This is an optimization exercise on Yosys and OpenROAD, whose aim is small area, a short achievable clock period and few clock cycles, not a production implementation. At most, simulation tests tie the RTL to the original design; equivalence was not proved. Power figures rest on the tool's default switching activity, not on a simulated workload.

lane 1:
## rsa_encrypt
module rsa_encrypt
(
  input wire clk,
  input wire rst,
  input wire [12:0] data,
  input wire [2:0] input_data_type,
  output wire [15:0] output_data,
  output wire ready
);
    reg [12:0] n;
    reg [12:0] e;
    reg [7:0]  m;
    reg [12:0] acc;
    reg [12:0] p;
    reg [3:0]  idx;
    reg [3:0]  eidx;
    reg        wbit;
    reg        op_mul;
    reg        busy;
    reg        start;    
    reg        prep;     
    assign ready = ~busy;
    assign output_data = {3'b000, acc};
    function [3:0] msb13(input [12:0] w);
        integer i;
        begin
            msb13 = 4'd0;
            for (i = 1; i < 13; i = i + 1)
                if (w[i]) msb13 = i[3:0];
        end
    endfunction
    function below13(input [12:0] w);
        integer i;
        begin
            below13 = w[0];
            for (i = 1; i < 13; i = i + 1)
                if (w[i]) below13 = w[i-1];
        end
    endfunction
    wire [3:0] msbe  = msb13(e);
    wire [3:0] msbm  = msb13({5'b00000, m});
    wire [3:0] msba  = msb13(acc);
    wire [3:0] msbd  = msb13({5'b00000, data[7:0]});
    wire       m_gt1 = (msbm != 4'd0);
    wire       a_gt1 = (msba != 4'd0);
    wire       d_gt1 = (msbd != 4'd0);
    wire [15:0] a2  = {2'b00, p, 1'b0};
    wire [15:0] ba  = wbit ? {3'b000, acc} : 16'd0;
    wire [15:0] nn1 = ~{3'b000, n};
    wire [15:0] nn2 = ~{2'b00, n, 1'b0};
    wire [15:0] x1  = a2 ^ ba ^ nn1;
  ...
clock: 7.0 ns
lec_check: 0
cap_margin: 20
core_margin: 2
core_utilization: 40
setup_slack_margin: 3.6
slew_margin: 20
run.sh (not shown) runs the stock make flow with config.mk's settings and CLKGATE_MAP_FILE= SYNTH_SCRIPT=/design/flow/synth_recipe.tcl, a recipe that flattens the netlist after the stock synthesis.
Lane 1 reached the end of the flow, and the finished layout is clean on the timing, DRC and antenna checks.
Testbench counts of lane 1, summed over its fixed seeds: cycles 37,062.
Changes in lane 3 relative to lane 1:
- putting TNS_END_PERCENT at 5 where nothing was set
- swapping 3.6 for 3.5 in SETUP_SLACK_MARGIN
- putting CTS_BUF_LIST at sky130_fd_sc_hd__clkbuf_4 sky130_fd_sc_hd__clkbuf_8 where nothing was set
==> flow/flow/run.sh (new file) <==
#!/bin/bash
# Standard layout, with the port buffers made of buf_1 cells instead of the
# automatically chosen delay buffers. The whole make output goes to
# standard_make.log; ORFS's own per-step logs are under orfs/logs/.
set -euo pipefail
bash standard.sh "BUFFER_PORTS_ARGS=-buffer_cell sky130_fd_sc_hd__buf_1" finish > standard_make.log 2>&1
==> flow/standard.sh (new file) <==
#!/bin/bash
# synth_recipe.tcl (not shown) runs the flow's synth.tcl, then flattens the netlist and writes it again
# the make line also repeats each setting of config.mk as NAME=value (left out here)
make -C /OpenROAD-flow-scripts/flow DESIGN_CONFIG=/design/flow/config.mk WORK_HOME=/design/flow/orfs CLKGATE_MAP_FILE= SYNTH_SCRIPT=/design/flow/synth_recipe.tcl "${@:-finish}"
removed: flow/run.sh
--- outcome ---
From lane 1 to lane 3 the numbers moved as follows: non-filler instance count after layout roughly the same, last weighted congestion value of the routability-driven placer higher, vias after detailed routing lower. STATUS achievable frequency: lane 3 loses against lane 1. The run showing the greater met3 layer usage reported by global route is lane 1. Cmp lane 1 and lane 3 / final clock period utilization by the worst path / higher: lane 3.

========
rsa_encrypt again, from the RTL that the note above started with.
## rsa_encrypt
module rsa_encrypt
(
  input wire clk,
  input wire rst,
  input wire [12:0] data,
  input wire [2:0] input_data_type,
  output wire [15:0] output_data,
  output wire ready
);
    reg [12:0] n;
    reg [12:0] e;
    reg [7:0]  m;
    reg [12:0] acc;
    reg [12:0] p;
    reg [3:0]  idx;
    reg [3:0]  eidx;
    reg        wbit;
    reg        op_mul;
    reg        busy;
    reg        start;    
    reg        prep;     
    assign ready = ~busy;
    assign output_data = {3'b000, acc};
    function [3:0] msb13(input [12:0] w);
        integer i;
        begin
            msb13 = 4'd0;
            for (i = 1; i < 13; i = i + 1)
                if (w[i]) msb13 = i[3:0];
        end
    endfunction
    function below13(input [12:0] w);
        integer i;
        begin
            below13 = w[0];
            for (i = 1; i < 13; i = i + 1)
                if (w[i]) below13 = w[i-1];
        end
    endfunction
    wire [3:0] msbe  = msb13(e);
    wire [3:0] msbm  = msb13({5'b00000, m});
    wire [3:0] msba  = msb13(acc);
    wire [3:0] msbd  = msb13({5'b00000, data[7:0]});
    wire       m_gt1 = (msbm != 4'd0);
    wire       a_gt1 = (msba != 4'd0);
    wire       d_gt1 = (msbd != 4'd0);
    wire [15:0] a2  = {2'b00, p, 1'b0};
    wire [15:0] ba  = wbit ? {3'b000, acc} : 16'd0;
    wire [15:0] nn1 = ~{3'b000, n};
    wire [15:0] nn2 = ~{2'b00, n, 1'b0};
    wire [15:0] x1  = a2 ^ ba ^ nn1;
    wire [15:0] c1  = (a2 & ba) | (a2 & nn1) | (ba & nn1);
    wire [15:0] x2  = a2 ^ ba ^ nn2;
    wire [15:0] c2  = (a2 & ba) | (a2 & nn2) | (ba & nn2);
    wire [15:0] s   = a2 + ba;
    wire [15:0] d1  = x1 + {c1[14:0], 1'b1};
    wire [15:0] d2  = x2 + {c2[14:0], 1'b1};
    wire        ge2 = ~d2[15];
    wire        ge1 = ~d1[15];
    wire [12:0] pn  = ge2 ? d2[12:0] : (ge1 ? d1[12:0] : s[12:0]);
    wire accept   = ready & (input_data_type == 3'd1);
    wire e_one    = (msbe == 4'd0);
    wire last     = (idx == 4'd0);
    wire next_mul = ~op_mul & e[eidx] & m_gt1;
    wire [3:0]  idx1 = idx - 4'd1;
  ...
Settings: LEC_CHECK=0, CAP_MARGIN=20, CORE_MARGIN=2, CORE_UTILIZATION=40, CTS_BUF_LIST=sky130_fd_sc_hd__clkbuf_4 sky130_fd_sc_hd__clkbuf_8, SETUP_SLACK_MARGIN=3.65, SLEW_MARGIN=20; clock period 7.0 ns.
standard.sh (not shown) runs the stock make flow with config.mk's settings and CLKGATE_MAP_FILE= SYNTH_SCRIPT=/design/flow/synth_recipe.tcl, a recipe that flattens the netlist after the stock synthesis.
==> flow/flow/run.sh <==
#!/bin/bash
# Standard layout, with the port buffers made of buf_1 cells instead of the
# automatically chosen delay buffers. The whole make output goes to
# standard_make.log; ORFS's own per-step logs are under orfs/logs/.
set -euo pipefail
bash standard.sh "BUFFER_PORTS_ARGS=-buffer_cell sky130_fd_sc_hd__buf_1" finish > standard_make.log 2>&1
Testbench counts at the start, summed over its fixed seeds: cycles 37,062.
Change:
Settings changed: SETUP_SLACK_MARGIN 3.65 to 3.6.
Outcome: Count of clock-buffer cells in the layout is unchanged; wire length is lower by 1.0%; critical path depth is unchanged; worst setup slack gets worse by 0.044 ns; sequential share of layout area increases by 0.42 points.
Change:
==> flow/run.sh (new file) <==
#!/bin/bash
# synth_recipe.tcl (not shown) runs the flow's synth.tcl, then flattens the netlist and writes it again
# the make line also repeats each setting of config.mk as NAME=value (left out here)
make -C /OpenROAD-flow-scripts/flow DESIGN_CONFIG=/design/flow/config.mk WORK_HOME=/design/flow/orfs CLKGATE_MAP_FILE= SYNTH_SCRIPT=/design/flow/synth_recipe.tcl finish
removed: flow/flow/run.sh
removed: flow/standard.sh
Clock power is lower by a few percent.
Count of clock-buffer cells in the layout is higher by 1.
Wire length is higher by a few percent.
Non-clock buffer count is lower by 2.
Total power is higher slightly.
Worst hold slack loses 0.0072 ns.
Worst setup slack gains 0.0084 ns.
Maximum frequency stays flat.
Clock skew barely changes.
Change:
Settings changed: SETUP_SLACK_MARGIN 3.6 to 3.8.
Worst setup slack is better by 0.036 ns.
Clock-buffer cell count does not change.
Wire length climbs by 7.2%.

========
== the reference run ==
The RTL this note starts from:
==> flow/design.v <==
module rsa_encrypt
(
  input wire clk,
  input wire rst,
  input wire [12:0] data,
  input wire [2:0] input_data_type,
  output wire [15:0] output_data,
  output wire ready
);
    reg [12:0] n;
    reg [12:0] e;
    reg [7:0]  m;
    reg [12:0] acc;
    reg [12:0] p;
    reg [3:0]  idx;
    reg [3:0]  eidx;
    reg        wbit;
    reg        op_mul;
    reg        busy;
    reg        start;    
    reg        prep;     
    assign ready = ~busy;
    assign output_data = {3'b000, acc};
    function [3:0] msb13(input [12:0] w);
        integer i;
        begin
            msb13 = 4'd0;
            for (i = 1; i < 13; i = i + 1)
                if (w[i]) msb13 = i[3:0];
        end
    endfunction
    function below13(input [12:0] w);
        integer i;
        begin
            below13 = w[0];
            for (i = 1; i < 13; i = i + 1)
                if (w[i]) below13 = w[i-1];
        end
    endfunction
    wire [3:0] msbe  = msb13(e);
    wire [3:0] msbm  = msb13({5'b00000, m});
    wire [3:0] msba  = msb13(acc);
    wire [3:0] msbd  = msb13({5'b00000, data[7:0]});
    wire       m_gt1 = (msbm != 4'd0);
    wire       a_gt1 = (msba != 4'd0);
    wire       d_gt1 = (msbd != 4'd0);
    wire [15:0] a2  = {2'b00, p, 1'b0};
    wire [15:0] ba  = wbit ? {3'b000, acc} : 16'd0;
    wire [15:0] nn1 = ~{3'b000, n};
    wire [15:0] nn2 = ~{2'b00, n, 1'b0};
    wire [15:0] x1  = a2 ^ ba ^ nn1;
    wire [15:0] c1  = (a2 & ba) | (a2 & nn1) | (ba & nn1);
    wire [15:0] x2  = a2 ^ ba ^ nn2;
    wire [15:0] c2  = (a2 & ba) | (a2 & nn2) | (ba & nn2);
    wire [15:0] s   = a2 + ba;
    wire [15:0] d1  = x1 + {c1[14:0], 1'b1};
    wire [15:0] d2  = x2 + {c2[14:0], 1'b1};
    wire        ge2 = ~d2[15];
    wire        ge1 = ~d1[15];
    wire [12:0] pn  = ge2 ? d2[12:0] : (ge1 ? d1[12:0] : s[12:0]);
    wire accept   = ready & (input_data_type == 3'd1);
    wire e_one    = (msbe == 4'd0);
    wire last     = (idx == 4'd0);
    wire next_mul = ~op_mul & e[eidx];
    wire [3:0]  idx1 = idx - 4'd1;
    wire [12:0] w    = op_mul ? {5'b00000, m} : acc;
    wire reduce   = start & ({5'b00000, m} >= n);
    wire finish   = ~reduce & ~prep & last & ~next_mul & (eidx == 4'd0);
    always @(posedge clk) begin
        if (rst) begin
            n     <= 13'd3233;
            e     <= 13'd17;
            busy  <= 1'b0;
            start <= 1'b0;
            prep  <= 1'b0;
        end else if (~busy) begin
            if (input_data_type == 3'd2) n <= data;
            if (input_data_type == 3'd3) e <= data;
            if (accept & ~e_one) begin
                busy  <= 1'b1;
                start <= 1'b1;
            end
        end else begin
            start <= 1'b0;
            prep  <= ~reduce & ~prep & last & ~next_mul & (eidx != 4'd0);
            if (finish)
                busy <= 1'b0;
        end
    end
    always @(posedge clk) begin
        if (~busy) begin
            if (accept) begin
                m   <= data[7:0];
                acc <= {5'b00000, data[7:0]};
            end
        end else if (reduce) begin
            acc <= 13'd1;
        end else if (~prep & last) begin
            acc <= pn;
        end
    end
    always @(posedge clk) begin
        if (~busy) begin
            op_mul <= 1'b0;
            eidx   <= msbe - 4'd1;
        end else if (reduce) begin
            op_mul <= 1'b1;
            eidx   <= msbe;
        end else if (~prep & last) begin
            op_mul <= next_mul;
            if (~next_mul)
                eidx <= eidx - 4'd1;
        end
    end
    always @(posedge clk) begin
        p    <= pn;
        idx  <= idx1;
        wbit <= w[idx1];
        if (~busy) begin
            p    <= d_gt1 ? {5'b00000, data[7:0]} : 13'd0;
            idx  <= d_gt1 ? msbd - 4'd1 : 4'd0;
            wbit <= below13({5'b00000, data[7:0]});
        end else if (reduce) begin
            p    <= 13'd0;
            idx  <= msbm;
            wbit <= 1'b1;
        end else if (prep) begin
            p    <= a_gt1 ? acc : 13'd0;
            idx  <= a_gt1 ? msba - 4'd1 : 4'd0;
            wbit <= below13(acc);
        end else if (last & next_mul) begin
            p    <= m_gt1 ? pn : 13'd0;
            idx  <= m_gt1 ? msbm - 4'd1 : 4'd0;
            wbit <= m_gt1 ? m[msbm - 4'd1] : m[0];
        end
    end
endmodule
clock: 7.0 ns
lec_check: 0
cap_margin: 20
core_margin: 2
core_utilization: 40
cts_buf_list: sky130_fd_sc_hd__clkbuf_4 sky130_fd_sc_hd__clkbuf_8
setup_slack_margin: 3.3
slew_margin: 20
run.sh (not shown) runs the stock make flow with config.mk's settings and CLKGATE_MAP_FILE= SYNTH_SCRIPT=/design/flow/synth_recipe.tcl, a recipe that flattens the netlist after the stock synthesis.
Stock flow here: none of the scripts above is used.
No stage failed in the reference run, and the final checks on the layout all came back clean.
#### Input delta (the trial run over the reference run)
- a change of SETUP_SLACK_MARGIN from 3.3 to 3.6
The trial run falls short of the reference run in first-pass GRT wire length.
Compared the reference run against the trial run; register cell area after layout within noise.
Changes observed in the trial run relative to the reference run: wire length on met2 moved up, clock skew level.
Synthesized-area fraction occupied by adder cells: the trial run vs the reference run identical
Row power share of the sequential group: the trial run lower / the reference run higher
Function was not checked in any run of this note: the RTL went through the layout flow alone.

==> what the ideal ports hide <==
The results above use ideal ports. As a check the final layouts listed here were re-extracted and re-timed, cells and wires unchanged.
Step 1 assumes that a clkbuf_16 drives the clock port and a buf_2 every other input.
Step 2 moves the port delays by t, midway between the first and last clock arrival at a register: inputs arrive t later, outputs are due t later. That takes back most of the time a late clock gives input paths.
Slacks: ideal ports / drivers / drivers and shift; pairs: ideal ports / drivers.
run | t, ns | setup slack, ns | worst setup path after step 2 | clock arrival spread, ns
lane 1 | 0.378 | 3.632 / 3.632 / 3.415 | input to register | 0.009 / 0.008
lane 3 | 0.404 | 3.581 / 3.581 / 3.518 | input to register | 0.012 / 0.012
the first run of note 2 | 0.405 | 3.685 / 3.685 / 3.488 | input to register | 0.014 / 0.014
the second run of note 2 | 0.403 | 3.640 / 3.640 / 3.537 | input to register | 0.014 / 0.014
the third run of note 2 | 0.399 | 3.649 / 3.626 / 3.391 | input to register | 0.013 / 0.014
the fourth run of note 2 | 0.403 | 3.685 / 3.685 / 3.514 | input to register | 0.017 / 0.017
the reference run | 0.398 | 3.380 / 3.380 / 3.168 | input to register | 0.012 / 0.013
the trial run | 0.400 | 3.553 / 3.553 / 3.298 | input to register | 0.012 / 0.013
After both steps setup and hold are still met in every run listed. The setup slack of the third run of note 2, which loses most, moves by -0.023 ns with the drivers and by -0.258 ns with both steps.
